Source: an optimization exercise on an open RTL-to-GDS flow (aim: small area and a short achievable clock period). Production flows keep margins and buffers that such runs may drop. In this exercise RTL edits were held to simulation tests only and were not proved equivalent to the original. No activity file was given, so power comes from the tool's default toggle rates.

==> inputs of onyx <==
Design iq, start of the top module:
module iq (
 input clk,
 input reset,
 input logic [3:0] inserted,
 input logic [6:0] robIdx0,
 input logic [7:0] srcReg0_1,
 input logic [7:0] srcReg0_2,
 input logic [6:0] robIdx1,
 input logic [7:0] srcReg1_1,
 input logic [7:0] srcReg1_2,
 input logic [6:0] robIdx2,
 input logic [7:0] srcReg2_1,
 input logic [7:0] srcReg2_2,
 input logic [6:0] robIdx3,
 input logic [7:0] srcReg3_1,
 input logic [7:0] srcReg3_2,
 input logic executed,
 input logic [7:0] executedReg,
 output logic [2:0] numIssued,
 output logic [6:0] issued0,
 output logic [6:0] issued1,
 output logic [6:0] issued2,
 output logic [6:0] issued3,
 output logic full
);
Settings: LEC_CHECK=0, CAP_MARGIN=40, CORE_MARGIN=2, CORE_UTILIZATION=50, SLEW_MARGIN=40, SYNTH_HIERARCHICAL=1, SYNTH_MINIMUM_KEEP_SIZE=0; clock period 18.0 ns.
standard.sh (not shown) runs the stock make flow with config.mk's settings and CLKGATE_MAP_FILE= SYNTH_SCRIPT=/design/flow/synth_recipe.tcl, a recipe that flattens the netlist after the stock synthesis.
==> flow/flow/run.sh <==
#!/bin/bash
# The standard layout (standard.sh, standard synthesis unchanged), with
# timing repair aimed at a setup margin of 12 ns (a period near 6 ns) instead
# of the design's 18 ns, and a repair_design pass after global route's timing
# repair (post_grt.tcl) so that no max-slew or max-cap violation is left.
set -euo pipefail
F="$(pwd)/flow"
bash standard.sh SETUP_SLACK_MARGIN=12 POST_GLOBAL_ROUTE_TCL="$F/post_grt.tcl" finish > standard_flow.log 2>&1
==> flow/flow/post_grt.tcl <==
# Timing repair in global_route.tcl can leave max-slew or max-capacitance
# violations behind it; repair them and re-route the nets that changed.
global_route -start_incremental
repair_design_helper
detailed_placement
global_route -end_incremental
estimate_parasitics -global_routing
write_guides $::env(RESULTS_DIR)/route.guide
==> inputs of sierra, as changes to onyx <==
--- a/flow/design.v
+++ b/flow/design.v
@@ -30,13 +30,13 @@
 logic [N-1:0] r2_q;
 logic [6:0]   rob_q [N];
 logic [7:0]   t1_q  [N];
 logic [7:0]   t2_q  [N];
 logic [4:0]   cnt_q;       
 logic [3:0]   isel_q [N];
-logic [2:0]   nis_q;       
+logic [3:0]   tot_q;       
 logic [6:0] issued [4];
 for (genvar k = 0; k < 4; k++) begin : g_out
     for (genvar b = 0; b < 7; b++) begin : g_bit
         logic [N-1:0] s, d;
         logic [3:0] o8;
         logic [1:0] n16;
@@ -53,19 +53,19 @@
     end
 end
 assign issued0 = issued[0];
 assign issued1 = issued[1];
 assign issued2 = issued[2];
 assign issued3 = issued[3];
-assign numIssued = nis_q;
+assign numIssued = {~(|tot_q), tot_q[3] | tot_q[2], tot_q[3] | tot_q[1]};
 assign full = (cnt_q > 5'd27);
 logic [N-1:0] fre;
 assign fre = ~vld_q;
 logic [3:0] fsel [N];      
 logic [4*N-1:0] fsel_w;
-iq_pick u_fpick (.m(fre), .sel(fsel_w), .tot());
+iq_pick #(.TOT(0)) u_fpick (.m(fre), .sel(fsel_w), .tot());
 always_comb for (int i = 0; i < N; i++) fsel[i] = fsel_w[4*i +: 4];
 logic [3:0] ins;
 assign ins = inserted & {4{~full}};
 logic [2:0] ins_amt;
 assign ins_amt = {2'b0, ins[0]} + {2'b0, ins[1]} + {2'b0, ins[2]} + {2'b0, ins[3]};
 logic [6:0] p_rob [4];
@@ -103,37 +103,38 @@
     end
 end
 logic [N-1:0] rn;
 assign rn = r1_n & r2_n;
 logic [3:0] isel_n [N];
 logic [3:0] tot;
-logic [2:0] nis_n;
 logic [4*N-1:0] isel_w;
 iq_pick u_ipick (.m(rn), .sel(isel_w), .tot(tot));
 always_comb for (int i = 0; i < N; i++) isel_n[i] = isel_w[4*i +: 4];
-assign nis_n = {~(|tot), tot[3] | tot[2], tot[3] | tot[1]};
 always_ff @(posedge clk) begin
     if (~reset) begin
         vld_q <= '0;
         cnt_q <= '0;
     end else begin
         vld_q <= vld_n;
         cnt_q <= cnt_q + {2'b0, ins_amt} - {2'b0, numIssued};
     end
-    nis_q <= nis_n;
-    for (int i = 0; i < N; i++) isel_q[i] <= isel_n[i];
+    tot_q <= tot;
+    for (int i = 0; i < N; i++)
+        for (int k = 0; k < 4; k++) isel_q[i][k] <= (k <= i) ? isel_n[i][k] : 1'b0;
     r1_q <= r1_n;
     r2_q <= r2_n;
     for (int i = 0; i < N; i++) begin
         rob_q[i] <= rob_n[i];
         t1_q[i]  <= t1_n[i];
         t2_q[i]  <= t2_n[i];
     end
 end
 endmodule
-module iq_pick (
+module iq_pick #(
+ parameter bit TOT = 1      
+) (
  input  logic [31:0]  m,
  output logic [127:0] sel,
  output logic [3:0]   tot
 );
 logic [3:0] gc [8];         
 logic [3:0] go [8];         
@@ -155,15 +156,19 @@
 iq_cadd u_p46 (.a(c45),   .b(gc[6]), .c(c46));
 iq_cadd u_p02 (.a(c01),   .b(gc[2]), .c(go[3]));
 iq_cadd u_p03 (.a(c01),   .b(c23),   .c(go[4]));
 iq_cadd u_p04 (.a(go[4]), .b(gc[4]), .c(go[5]));
 iq_cadd u_p05 (.a(go[4]), .b(c45),   .c(go[6]));
 iq_cadd u_p06 (.a(go[4]), .b(c46),   .c(go[7]));
-iq_cadd u_p67 (.a(gc[6]), .b(gc[7]), .c(c67));
-iq_cadd u_p47 (.a(c45),   .b(c67),   .c(c47));
-iq_cadd u_p07 (.a(go[4]), .b(c47),   .c(tot));
+if (TOT) begin : g_tot
+    iq_cadd u_p67 (.a(gc[6]), .b(gc[7]), .c(c67));
+    iq_cadd u_p47 (.a(c45),   .b(c67),   .c(c47));
+    iq_cadd u_p07 (.a(go[4]), .b(c47),   .c(tot));
+end else begin : g_nt
+    assign tot = 4'b0;
+end
 assign go[0] = 4'b0001;
 assign go[1] = gc[0];
 assign go[2] = c01;
 for (genvar g = 1; g < 8; g++) begin : g_sel
     iq_sel0 u_s0 (.go(go[g]), .l(m[4*g]), .s(sel[16*g    +: 4]));
     iq_sel1 u_s1 (.go(go[g]), .l(l1[g]), .s(sel[16*g+4  +: 4]));
==> flow/flow/run.sh (replaced) <==
#!/bin/bash
# The standard layout (standard.sh, standard synthesis unchanged) with:
#  - timing repair aimed at a setup margin of 12 ns (a period near 6 ns)
#    instead of the design's 18 ns;
#  - a repair_design pass after global route's timing repair (post_grt.tcl),
#    so that no max-slew or max-cap violation is left;
#  - CTS sink clusters of up to 20 flip-flops within 80 um and no dummy loads,
#    which needs about half the clock buffers;
#  - buf_4 as the port buffer (the default pick is a slow delay cell, which
#    timing repair cannot swap as it keeps cell footprints).
# The whole make output goes to standard_flow.log; ORFS keeps each step's log
# under orfs/logs.
set -euo pipefail
F="$(pwd)/flow"
bash standard.sh \
  SETUP_SLACK_MARGIN=12 \
  POST_GLOBAL_ROUTE_TCL="$F/post_grt.tcl" \
  "CTS_ARGS=-sink_clustering_enable -repair_clock_nets -dont_use_dummy_load -sink_clustering_size 20 -sink_clustering_max_diameter 80" \
  "BUFFER_PORTS_ARGS=-buffer_cell sky130_fd_sc_hd__buf_4" \
  finish > standard_flow.log 2>&1
CORE_UTILIZATION = 56   (was 50)
==> inputs of yarrow, as changes to onyx <==
--- a/flow/design.v
+++ b/flow/design.v
@@ -21,52 +21,56 @@
  output logic [6:0] issued0,
  output logic [6:0] issued1,
  output logic [6:0] issued2,
  output logic [6:0] issued3,
  output logic full
 );
-localparam int N = 32;
+localparam int N = 31;      
 logic [N-1:0] vld_q;
 logic [N-1:0] r1_q;
 logic [N-1:0] r2_q;
 logic [6:0]   rob_q [N];
 logic [7:0]   t1_q  [N];
 logic [7:0]   t2_q  [N];
 logic [4:0]   cnt_q;       
 logic [3:0]   isel_q [N];
-logic [2:0]   nis_q;       
+logic [3:0]   tot_q;       
 logic [6:0] issued [4];
 for (genvar k = 0; k < 4; k++) begin : g_out
     for (genvar b = 0; b < 7; b++) begin : g_bit
-        logic [N-1:0] s, d;
+        logic [31:0] s, d;
         logic [3:0] o8;
         logic [1:0] n16;
         for (genvar i = 0; i < N; i++) begin : g_i
             assign s[i] = isel_q[i][k];
             assign d[i] = rob_q[i][b];
         end
+        assign s[31] = 1'b0;
+        assign d[31] = 1'b0;
         for (genvar q = 0; q < 4; q++) begin : g_q
             iq_ao8 u_ao (.s(s[8*q +: 8]), .d(d[8*q +: 8]), .o(o8[q]));
         end
         iq_nor2  u_n0 (.a(o8[0]), .b(o8[1]), .y(n16[0]));
         iq_nor2  u_n1 (.a(o8[2]), .b(o8[3]), .y(n16[1]));
         iq_nand2 u_o  (.a(n16[0]), .b(n16[1]), .y(issued[k][b]));
     end
 end
 assign issued0 = issued[0];
 assign issued1 = issued[1];
 assign issued2 = issued[2];
 assign issued3 = issued[3];
-assign numIssued = nis_q;
+assign numIssued = {~(|tot_q), tot_q[3] | tot_q[2], tot_q[3] | tot_q[1]};
 assign full = (cnt_q > 5'd27);
 logic [N-1:0] fre;
 assign fre = ~vld_q;
 logic [3:0] fsel [N];      
-logic [4*N-1:0] fsel_w;
-iq_pick u_fpick (.m(fre), .sel(fsel_w), .tot());
-always_comb for (int i = 0; i < N; i++) fsel[i] = fsel_w[4*i +: 4];
+logic [127:0] fsel_w;
+iq_pick #(.TOT(0)) u_fpick (.m({1'b0, fre}), .sel(fsel_w), .tot());
+always_comb
+    for (int i = 0; i < N; i++)
+        for (int k = 0; k < 4; k++) fsel[i][k] = (k >= i - 27) ? fsel_w[4*i + k] : 1'b0;
 logic [3:0] ins;
 assign ins = inserted & {4{~full}};
 logic [2:0] ins_amt;
 assign ins_amt = {2'b0, ins[0]} + {2'b0, ins[1]} + {2'b0, ins[2]} + {2'b0, ins[3]};
 logic [6:0] p_rob [4];
 logic [7:0] p_t1  [4];
@@ -86,54 +90,56 @@
         vld_n[i] = keep[i] | (|(fsel[i] & ins));
     end
 end
 logic exn;
 assign exn = ~executed;
 for (genvar i = 0; i < N; i++) begin : g_slot
+    localparam int KMIN = (i > 27) ? i - 27 : 0;    
     iq_rdy u_r1 (.keep(keep[i]), .r(r1_q[i]), .exn(exn), .t(t1_q[i]), .e(executedReg), .rn(r1_n[i]));
     iq_rdy u_r2 (.keep(keep[i]), .r(r2_q[i]), .exn(exn), .t(t2_q[i]), .e(executedReg), .rn(r2_n[i]));
     for (genvar b = 0; b < 7; b++) begin : g_rob
-        iq_dbit u_d (.hold(vld_q[i]), .q(rob_q[i][b]), .sel(fsel[i]),
+        iq_dbit #(.KMIN(KMIN)) u_d (.hold(vld_q[i]), .q(rob_q[i][b]), .sel(fsel[i]),
                      .p({p_rob[3][b], p_rob[2][b], p_rob[1][b], p_rob[0][b]}), .d(rob_n[i][b]));
     end
     for (genvar b = 0; b < 8; b++) begin : g_tag
-        iq_dbit u_d1 (.hold(vld_q[i]), .q(t1_q[i][b]), .sel(fsel[i]),
+        iq_dbit #(.KMIN(KMIN)) u_d1 (.hold(vld_q[i]), .q(t1_q[i][b]), .sel(fsel[i]),
                       .p({p_t1[3][b], p_t1[2][b], p_t1[1][b], p_t1[0][b]}), .d(t1_n[i][b]));
-        iq_dbit u_d2 (.hold(vld_q[i]), .q(t2_q[i][b]), .sel(fsel[i]),
+        iq_dbit #(.KMIN(KMIN)) u_d2 (.hold(vld_q[i]), .q(t2_q[i][b]), .sel(fsel[i]),
                       .p({p_t2[3][b], p_t2[2][b], p_t2[1][b], p_t2[0][b]}), .d(t2_n[i][b]));
     end
 end
 logic [N-1:0] rn;
 assign rn = r1_n & r2_n;
 logic [3:0] isel_n [N];
 logic [3:0] tot;
-logic [2:0] nis_n;
-logic [4*N-1:0] isel_w;
-iq_pick u_ipick (.m(rn), .sel(isel_w), .tot(tot));
+logic [127:0] isel_w;
+iq_pick u_ipick (.m({1'b0, rn}), .sel(isel_w), .tot(tot));
 always_comb for (int i = 0; i < N; i++) isel_n[i] = isel_w[4*i +: 4];
-assign nis_n = {~(|tot), tot[3] | tot[2], tot[3] | tot[1]};
 always_ff @(posedge clk) begin
     if (~reset) begin
         vld_q <= '0;
         cnt_q <= '0;
     end else begin
         vld_q <= vld_n;
         cnt_q <= cnt_q + {2'b0, ins_amt} - {2'b0, numIssued};
     end
-    nis_q <= nis_n;
-    for (int i = 0; i < N; i++) isel_q[i] <= isel_n[i];
+    tot_q <= tot;
+    for (int i = 0; i < N; i++)
+        for (int k = 0; k < 4; k++) isel_q[i][k] <= (k <= i) ? isel_n[i][k] : 1'b0;
     r1_q <= r1_n;
     r2_q <= r2_n;
     for (int i = 0; i < N; i++) begin
         rob_q[i] <= rob_n[i];
         t1_q[i]  <= t1_n[i];
         t2_q[i]  <= t2_n[i];
     end
 end
 endmodule
-module iq_pick (
+module iq_pick #(
+ parameter bit TOT = 1      
+) (
  input  logic [31:0]  m,
  output logic [127:0] sel,
  output logic [3:0]   tot
 );
 logic [3:0] gc [8];         
 logic [3:0] go [8];         
@@ -155,15 +161,19 @@
 iq_cadd u_p46 (.a(c45),   .b(gc[6]), .c(c46));
 iq_cadd u_p02 (.a(c01),   .b(gc[2]), .c(go[3]));
 iq_cadd u_p03 (.a(c01),   .b(c23),   .c(go[4]));
 iq_cadd u_p04 (.a(go[4]), .b(gc[4]), .c(go[5]));
 iq_cadd u_p05 (.a(go[4]), .b(c45),   .c(go[6]));
 iq_cadd u_p06 (.a(go[4]), .b(c46),   .c(go[7]));
-iq_cadd u_p67 (.a(gc[6]), .b(gc[7]), .c(c67));
-iq_cadd u_p47 (.a(c45),   .b(c67),   .c(c47));
-iq_cadd u_p07 (.a(go[4]), .b(c47),   .c(tot));
+if (TOT) begin : g_tot
+    iq_cadd u_p67 (.a(gc[6]), .b(gc[7]), .c(c67));
+    iq_cadd u_p47 (.a(c45),   .b(c67),   .c(c47));
+    iq_cadd u_p07 (.a(go[4]), .b(c47),   .c(tot));
+end else begin : g_nt
+    assign tot = 4'b0;
+end
 assign go[0] = 4'b0001;
 assign go[1] = gc[0];
 assign go[2] = c01;
 for (genvar g = 1; g < 8; g++) begin : g_sel
     iq_sel0 u_s0 (.go(go[g]), .l(m[4*g]), .s(sel[16*g    +: 4]));
     iq_sel1 u_s1 (.go(go[g]), .l(l1[g]), .s(sel[16*g+4  +: 4]));
@@ -316,20 +326,25 @@
 module iq_nor2 (input logic a, input logic b, output logic y);
 assign y = ~(a | b);
 endmodule
 module iq_nand2 (input logic a, input logic b, output logic y);
 assign y = ~(a & b);
 endmodule
-module iq_dbit (
+module iq_dbit #(
+ parameter int KMIN = 0
+) (
  input  logic       hold,
  input  logic       q,
  input  logic [3:0] sel,
  input  logic [3:0] p,
  output logic       d
 );
-assign d = (hold & q) | (sel[0] & p[0]) | (sel[1] & p[1]) | (sel[2] & p[2]) | (sel[3] & p[3]);
+always_comb begin
+    d = hold & q;
+    for (int k = KMIN; k < 4; k++) d |= sel[k] & p[k];
+end
 endmodule
 module iq_rdy (
  input  logic       keep,
  input  logic       r,
  input  logic       exn,
  input  logic [7:0] t,
==> flow/flow/run.sh (replaced) <==
#!/bin/bash
# The standard layout (standard.sh, standard synthesis unchanged) with:
#  - timing repair aimed at a setup margin of 12 ns (a period near 6 ns)
#    instead of the design's 18 ns;
#  - a repair_design pass after global route's timing repair (post_grt.tcl),
#    so that no max-slew or max-cap violation is left;
#  - CTS sink clusters of up to 20 flip-flops within 80 um and no dummy loads,
#    which needs about half the clock buffers;
#  - buf_4 as the port buffer (the default pick is a slow delay cell, which
#    timing repair cannot swap as it keeps cell footprints).
# The whole make output goes to standard_flow.log; ORFS keeps each step's log
# under orfs/logs.
set -euo pipefail
F="$(pwd)/flow"
bash standard.sh \
  SETUP_SLACK_MARGIN=12 \
  POST_GLOBAL_ROUTE_TCL="$F/post_grt.tcl" \
  "CTS_ARGS=-sink_clustering_enable -repair_clock_nets -dont_use_dummy_load -sink_clustering_size 20 -sink_clustering_max_diameter 80" \
  "BUFFER_PORTS_ARGS=-buffer_cell sky130_fd_sc_hd__buf_4" \
  finish > standard_flow.log 2>&1
CORE_UTILIZATION = 56   (was 50)
==> inputs of quartz, as changes to onyx <==
--- a/flow/design.v
+++ b/flow/design.v
@@ -59,13 +59,13 @@
 assign numIssued = nis_q;
 assign full = (cnt_q > 5'd27);
 logic [N-1:0] fre;
 assign fre = ~vld_q;
 logic [3:0] fsel [N];      
 logic [4*N-1:0] fsel_w;
-iq_pick u_fpick (.m(fre), .sel(fsel_w), .tot());
+iq_pick #(.TOT(0)) u_fpick (.m(fre), .sel(fsel_w), .tot());
 always_comb for (int i = 0; i < N; i++) fsel[i] = fsel_w[4*i +: 4];
 logic [3:0] ins;
 assign ins = inserted & {4{~full}};
 logic [2:0] ins_amt;
 assign ins_amt = {2'b0, ins[0]} + {2'b0, ins[1]} + {2'b0, ins[2]} + {2'b0, ins[3]};
 logic [6:0] p_rob [4];
@@ -117,23 +117,26 @@
         cnt_q <= '0;
     end else begin
         vld_q <= vld_n;
         cnt_q <= cnt_q + {2'b0, ins_amt} - {2'b0, numIssued};
     end
     nis_q <= nis_n;
-    for (int i = 0; i < N; i++) isel_q[i] <= isel_n[i];
+    for (int i = 0; i < N; i++)
+        for (int k = 0; k < 4; k++) isel_q[i][k] <= (k <= i) ? isel_n[i][k] : 1'b0;
     r1_q <= r1_n;
     r2_q <= r2_n;
     for (int i = 0; i < N; i++) begin
         rob_q[i] <= rob_n[i];
         t1_q[i]  <= t1_n[i];
         t2_q[i]  <= t2_n[i];
     end
 end
 endmodule
-module iq_pick (
+module iq_pick #(
+ parameter bit TOT = 1      
+) (
  input  logic [31:0]  m,
  output logic [127:0] sel,
  output logic [3:0]   tot
 );
 logic [3:0] gc [8];         
 logic [3:0] go [8];         
@@ -155,15 +158,19 @@
 iq_cadd u_p46 (.a(c45),   .b(gc[6]), .c(c46));
 iq_cadd u_p02 (.a(c01),   .b(gc[2]), .c(go[3]));
 iq_cadd u_p03 (.a(c01),   .b(c23),   .c(go[4]));
 iq_cadd u_p04 (.a(go[4]), .b(gc[4]), .c(go[5]));
 iq_cadd u_p05 (.a(go[4]), .b(c45),   .c(go[6]));
 iq_cadd u_p06 (.a(go[4]), .b(c46),   .c(go[7]));
-iq_cadd u_p67 (.a(gc[6]), .b(gc[7]), .c(c67));
-iq_cadd u_p47 (.a(c45),   .b(c67),   .c(c47));
-iq_cadd u_p07 (.a(go[4]), .b(c47),   .c(tot));
+if (TOT) begin : g_tot
+    iq_cadd u_p67 (.a(gc[6]), .b(gc[7]), .c(c67));
+    iq_cadd u_p47 (.a(c45),   .b(c67),   .c(c47));
+    iq_cadd u_p07 (.a(go[4]), .b(c47),   .c(tot));
+end else begin : g_nt
+    assign tot = 4'b0;
+end
 assign go[0] = 4'b0001;
 assign go[1] = gc[0];
 assign go[2] = c01;
 for (genvar g = 1; g < 8; g++) begin : g_sel
     iq_sel0 u_s0 (.go(go[g]), .l(m[4*g]), .s(sel[16*g    +: 4]));
     iq_sel1 u_s1 (.go(go[g]), .l(l1[g]), .s(sel[16*g+4  +: 4]));
==> flow/flow/run.sh (replaced) <==
#!/bin/bash
# The standard layout (standard.sh, standard synthesis unchanged) with:
#  - timing repair aimed at a setup margin of 12 ns (a period near 6 ns)
#    instead of the design's 18 ns;
#  - a repair_design pass after global route's timing repair (post_grt.tcl),
#    so that no max-slew or max-cap violation is left;
#  - CTS sink clusters of up to 20 flip-flops within 80 um and no dummy loads,
#    which needs about half the clock buffers.
set -euo pipefail
F="$(pwd)/flow"
bash standard.sh \
  SETUP_SLACK_MARGIN=12 \
  POST_GLOBAL_ROUTE_TCL="$F/post_grt.tcl" \
  "CTS_ARGS=-sink_clustering_enable -repair_clock_nets -dont_use_dummy_load -sink_clustering_size 20 -sink_clustering_max_diameter 80" \
  finish > standard_flow.log 2>&1
CORE_UTILIZATION = 56   (was 50)
==> qor summary <==
| quantity | onyx | quartz | yarrow | sierra |
|---|---|---|---|---|
| Run status | no timing/DRC/antenna violations | no timing/DRC/antenna violations | no timing/DRC/antenna violations | no timing/DRC/antenna violations |
| Global-route track usage on met3 | 20.10% | 27.06% | 21.75% | 23.91% |
| X dimension of the die | 335.3 um | 315.4 um | 310.8 um | 317.3 um |
| Die extent in y | 335.3 um | 315.4 um | 310.8 um | 317.3 um |
| CP peak stage delay | 0.48 ns | 0.33 ns | 0.49 ns | 0.43 ns |
| Detailed router's first-iteration violation count | 14,830 | 17,630 | 15,460 | 16,520 |
| Count of instances resized after the clock tree is built | 346 | 355 | 132 | 121 |
| Power in combinational cells | 1.13 mW | 1.07 mW | 1.16 mW | 1.10 mW |
| Net Sw Frac | 32.41% | 34.41% | 35.14% | 34.77% |
| Met2 WL | 122,900 um | 115,000 um | 108,100 um | 113,800 um |
| Non-clock buffering overhead | 5.465% | 5.946% | 4.405% | 4.666% |
| Final Skew | 0.02543 ns | 0.1473 ns | 0.07849 ns | 0.09682 ns |
| Crit path launch type | input pin | input pin | flip-flop | input pin |
| Library cell appearing most often on the critical path | nand2_2 | nand2_1 | - | - |
| Worst-case register-to-register setup slack | 12.62 ns | 12.35 ns | 12.68 ns | 12.84 ns |
| All-layer global routing usage | 51.63% | 56.88% | 52.98% | 54.69% |
| Share of total power in the clock network | 40.3% | 28.0% | 27.2% | 27.9% |
| Slowest CP cell | nor3_2 | clkbuf_16 | dfxtp_1 | and2_2 |
| Initial core utilization | 50.43% | 56.33% | 56.47% | 56.69% |
| Worst IR Drop VDD | 128.3 uV | 90.80 uV | 143.4 uV | 113.0 uV |
| Inverters, non-clock | 74 | 76 | 99 | 91 |

-- re-timing with driven ports --
The flow's constraints put no driver on any port. The routed layouts listed below were extracted and timed again, unchanged, in two steps. Step 1: set_driving_cell puts a clkbuf_16 on clk and a buf_2 on each other input, an assumption about the parent block. Step 2 adds t to the input delays and takes it off the output delays; t is the mean of the earliest and latest rising clock arrival at the registers after step 1. Input paths then give back, and output paths get back, about the clock's delay inside the block. a / b / c = ideal ports / drivers / drivers and shift; a / b = the first two.
| run | shift t [ns] | setup WS [ns] | cell pins on the clock port's net |
|---|---|---|---|
| onyx | 0.816 | 11.807 / 11.791 / 10.976 | 1 |
| sierra | 0.788 | 11.896 / 11.842 / 11.064 | 1 |
| yarrow | 0.778 | 11.874 / 11.792 / 11.133 | 1 |
| quartz | 0.789 | 11.883 / 11.764 / 10.975 | 1 |
After both steps every run listed still meets setup and hold. The setup slack of quartz, which loses most, moves by -0.119 ns with the drivers and by -0.908 ns with both steps.
